This is an optimization exercise on Yosys and OpenROAD, whose aim is small area and a short achievable clock period, not a production implementation.
At most, simulation tests tie the RTL to the original design; equivalence was not proved.
Power and IR drop assume default switching activity.

Setup of the previous run:
==> flow/design.v <==
module SPI_RAM(din,clk,rst_n,rx_valid,dout);
input [9:0] din;
input clk,rst_n,rx_valid;
output reg [7:0] dout;
reg [3:0] cnt;            
reg [7:0] wr_addr;
reg wz;                   
reg [7:0] rd_addr;
reg wp;                   
reg wpz;                  
reg [7:0] wdata;
reg [7:0] rs;             
reg wr, wr_n;             
wire [7:0] wt = wpz ? 8'd0 : wr_addr;
wire [7:0] wd = wdata ^ {8{~cnt[3]}};
wire [3:0] cntm1 = cnt - 4'd1;
wire [7:0] tap [0:31];
genvar r;
generate
    for (r = 0; r < 32; r = r + 1) begin : ring
        reg [63:0] q;     
        wire sel = (wt[7:3] == r);
        wire a = sel & wr;
        wire b = ~sel | wr_n;
        always @(posedge clk)
            q <= {q[55:0], ~((q[63:56] | {8{a}}) & (wd | {8{b}}))};
        assign tap[r] = q[7:0];
    end
endgenerate
wire deliver = rx_valid && rst_n;
wire put = deliver && din[9:8] == 2'b01;
wire wp_nx = put | (wp & ~wr);
wire wpz_nx = put ? wz : wpz;
wire [2:0] wt_nx = wpz_nx ? 3'd0 : wr_addr[2:0];
wire wr_nx = wp_nx && (cnt[2:0] + 3'd1 == wt_nx);
always @(posedge clk)
    cnt <= cnt + 4'd1;
always @(posedge clk) begin
    wp   <= wp_nx;
    wpz  <= wpz_nx;
    wr   <= wr_nx;
    wr_n <= ~wr_nx;
    if (put)
        wdata <= din[7:0];
    if (rx_valid && din[9:8] == 2'b00)
        wr_addr <= din[7:0];
    if (!rst_n)
        wz <= 1'b1;
    else if (rx_valid && din[9:8] == 2'b00)
        wz <= 1'b0;
    if (!rst_n)
        rd_addr <= 8'd0;
    else if (rx_valid && din[9:8] == 2'b10)
        rd_addr <= din[7:0];
    if (cntm1[2:0] == rd_addr[2:0])
        rs <= tap[rd_addr[7:3]] ^ {8{cntm1[3]}};
    if (deliver && din[9:8] == 2'b11)
        dout <= rs;
end
endmodule
module SPI_Slave(MOSI,clk,SS_n,tx_data,rst_n,MISO,rx_valid,rx_data);
    input MOSI,clk,SS_n,rst_n;
    input [7:0] tx_data;
    output reg MISO,rx_valid;
    output [9:0] rx_data;
localparam IDLE  = 3'd0;
localparam CHK   = 3'd1;
localparam WRITE = 3'd2;
localparam RDATA = 3'd3;
localparam RADD  = 3'd4;
reg [2:0] cs;
reg [3:0] bit_count;
reg read_ctrl;            
reg is_read_cmd;          
reg flag;                 
reg b0;                   
reg [9:0] sh;             
wire wpath = (cs == WRITE);
assign rx_data = {sh[9:1], wpath ? b0 : sh[0]};
wire cap = rx_valid & rx_data[9] & rx_data[8];
always @(posedge clk)
    sh <= {sh[8:0], MOSI};
always @(posedge clk) begin
    if (!rst_n) begin
        cs          <= IDLE;
        rx_valid    <= 1'b0;
        MISO        <= 1'b0;
        read_ctrl   <= 1'b0;
        is_read_cmd <= 1'b0;
        flag        <= 1'b0;
        b0          <= 1'b0;
    end else begin
        rx_valid <= 1'b0;
        if (rx_valid && wpath)
            b0 <= sh[0];
        if (cap)
            flag <= 1'b1;
        case (cs)
            IDLE: begin
                MISO <= 1'b0;
                if (!SS_n) cs <= CHK;
            end
            CHK: begin
                if (SS_n)
                    cs <= IDLE;
                else begin
                    is_read_cmd <= MOSI;
                    cs <= is_read_cmd ? (read_ctrl ? RDATA : RADD) : WRITE;
                end
            end
            WRITE, RADD: begin
                if (SS_n || bit_count == 4'd10)
                    cs <= IDLE;
                else if (bit_count == 4'd9) begin
                    rx_valid <= 1'b1;
                    if (cs == RADD) read_ctrl <= 1'b1;
                end
            end
            RDATA: begin
                if (SS_n || bit_count == 4'd10)
                    cs <= IDLE;
                else begin
                    MISO <= flag && !bit_count[3] && tx_data[~bit_count[2:0]];
                    if (bit_count == 4'd9) begin
                        read_ctrl <= 1'b0;
                        flag <= 1'b0;
                    end
                end
            end
            default: cs <= IDLE;
        endcase
    end
end
always @(posedge clk) begin
    if (cs == CHK)
        bit_count <= 4'd0;
    else
        bit_count <= bit_count + 4'd1;
end
endmodule
module TopModule(MOSI,clk,SS_n,rst_n,MISO);
    input MOSI,clk,SS_n,rst_n;
    output MISO;
    wire [9:0] rx_data;
    wire rx_valid;
    wire [7:0] tx_data;
    SPI_Slave spi_slave (MOSI,clk,SS_n,tx_data,rst_n,MISO,rx_valid,rx_data);
    SPI_RAM ram(rx_data,clk,rst_n,rx_valid,tx_data);
endmodule
make LEC_CHECK=0 CAP_MARGIN=30 CORE_MARGIN=2 CORE_UTILIZATION=40 CTS_CLUSTER_DIAMETER=60 CTS_CLUSTER_SIZE=25 SETUP_SLACK_MARGIN=4.5 SLEW_MARGIN=20 finish   # period 7.0 ns
run.sh (not shown) runs the stock make flow with config.mk's settings and CLKGATE_MAP_FILE= SYNTH_SCRIPT=/design/flow/synth_recipe.tcl, a recipe that flattens the netlist after the stock synthesis.
The following lists how the current run was set up differently from the previous run:
--- a/flow/design.v
+++ b/flow/design.v
@@ -5,57 +5,56 @@
 reg [3:0] cnt;            
 reg [7:0] wr_addr;
 reg wz;                   
 reg [7:0] rd_addr;
 reg wp;                   
-reg wpz;                  
 reg [7:0] wdata;
+reg [7:0] rm;             
 reg [7:0] rs;             
 reg wr, wr_n;             
-wire [7:0] wt = wpz ? 8'd0 : wr_addr;
 wire [7:0] wd = wdata ^ {8{~cnt[3]}};
-wire [3:0] cntm1 = cnt - 4'd1;
+wire [3:0] cntm2 = cnt - 4'd2;
 wire [7:0] tap [0:31];
 genvar r;
 generate
     for (r = 0; r < 32; r = r + 1) begin : ring
         reg [63:0] q;     
-        wire sel = (wt[7:3] == r);
+        wire sel = (wr_addr[7:3] == r);
         wire a = sel & wr;
         wire b = ~sel | wr_n;
         always @(posedge clk)
             q <= {q[55:0], ~((q[63:56] | {8{a}}) & (wd | {8{b}}))};
         assign tap[r] = q[7:0];
     end
 endgenerate
 wire deliver = rx_valid && rst_n;
 wire put = deliver && din[9:8] == 2'b01;
 wire wp_nx = put | (wp & ~wr);
-wire wpz_nx = put ? wz : wpz;
-wire [2:0] wt_nx = wpz_nx ? 3'd0 : wr_addr[2:0];
-wire wr_nx = wp_nx && (cnt[2:0] + 3'd1 == wt_nx);
+wire wr_nx = wp_nx && (cnt[2:0] + 3'd1 == wr_addr[2:0]);
 always @(posedge clk)
     cnt <= cnt + 4'd1;
 always @(posedge clk) begin
     wp   <= wp_nx;
-    wpz  <= wpz_nx;
     wr   <= wr_nx;
     wr_n <= ~wr_nx;
     if (put)
         wdata <= din[7:0];
     if (rx_valid && din[9:8] == 2'b00)
         wr_addr <= din[7:0];
+    else if (wz && !wp)
+        wr_addr <= 8'd0;
     if (!rst_n)
         wz <= 1'b1;
     else if (rx_valid && din[9:8] == 2'b00)
         wz <= 1'b0;
     if (!rst_n)
         rd_addr <= 8'd0;
     else if (rx_valid && din[9:8] == 2'b10)
         rd_addr <= din[7:0];
-    if (cntm1[2:0] == rd_addr[2:0])
-        rs <= tap[rd_addr[7:3]] ^ {8{cntm1[3]}};
+    rm <= tap[rd_addr[7:3]];
+    if (cntm2[2:0] == rd_addr[2:0])
+        rs <= rm ^ {8{cntm2[3]}};
     if (deliver && din[9:8] == 2'b11)
         dout <= rs;
 end
 endmodule
 module SPI_Slave(MOSI,clk,SS_n,tx_data,rst_n,MISO,rx_valid,rx_data);
Results
Sort the current run and the previous run by worst setup slack, ascending, and the previous run comes first.
From the previous run to the current run the numbers moved as follows: wire length on met3 down 22%, fraction of power consumed by sequential logic +0.5 points, final area did not really move.
Summary of the current run over the previous run: final critical-path required period decreased by 0.0059 ns relative to the old numbers; internal reg-to-reg setup slack shows a reduction of 0.02 ns.
Comparing the current run and the previous run, minimum hold slack is higher on the previous run.
Non-clock buffer count in the final layout: the current run and the previous run compared, higher one is the previous run
Relative to the previous run, the aggregate routed wire length measured on the current run has decreased by more than 10%.
Sort the current run and the previous run by total global-route track usage asc -> top: the current run
The current run ended up with a higher sequential share of cell area than the previous run did.
Of the current run and the previous run, the run reporting the higher part of the power in the clock network was the previous run.
Diff the previous run -> the current run: layout cell share with drive strength beyond 1 dropped 1.4 points; worst reg-to-reg path cell count higher.
The RTL of the previous run was laid out without a check of its function.

## re-timing with driven ports
The results above use ideal ports. As a check the final layouts listed here were re-extracted and re-timed, cells and wires unchanged.
Step 1, drivers: a clkbuf_16 drives clk and a buf_2 each remaining input, both assumed.
Step 2 also shifts input and output timing later by t, the mid clock arrival at the registers, as if the neighbouring blocks saw the same clock.
a / b / c = ideal ports / drivers / drivers and shift; a / b = the first two.
run | shift t [ns] | setup WS [ns] | worst setup path after step 2 | latest minus earliest clock arrival (ns) | worst data-port slew with drivers (ns)
the previous run | 0.772 | 4.449 / 4.376 / 3.829 | input to register | 0.044 / 0.043 | 0.03
the current run | 0.763 | 4.455 / 4.387 / 3.925 | input to register | 0.041 / 0.042 | 0.03
After both steps setup and hold are still met in every run listed. The setup slack of the previous run, which loses most, moves by -0.073 ns with the drivers and by -0.620 ns with both steps.
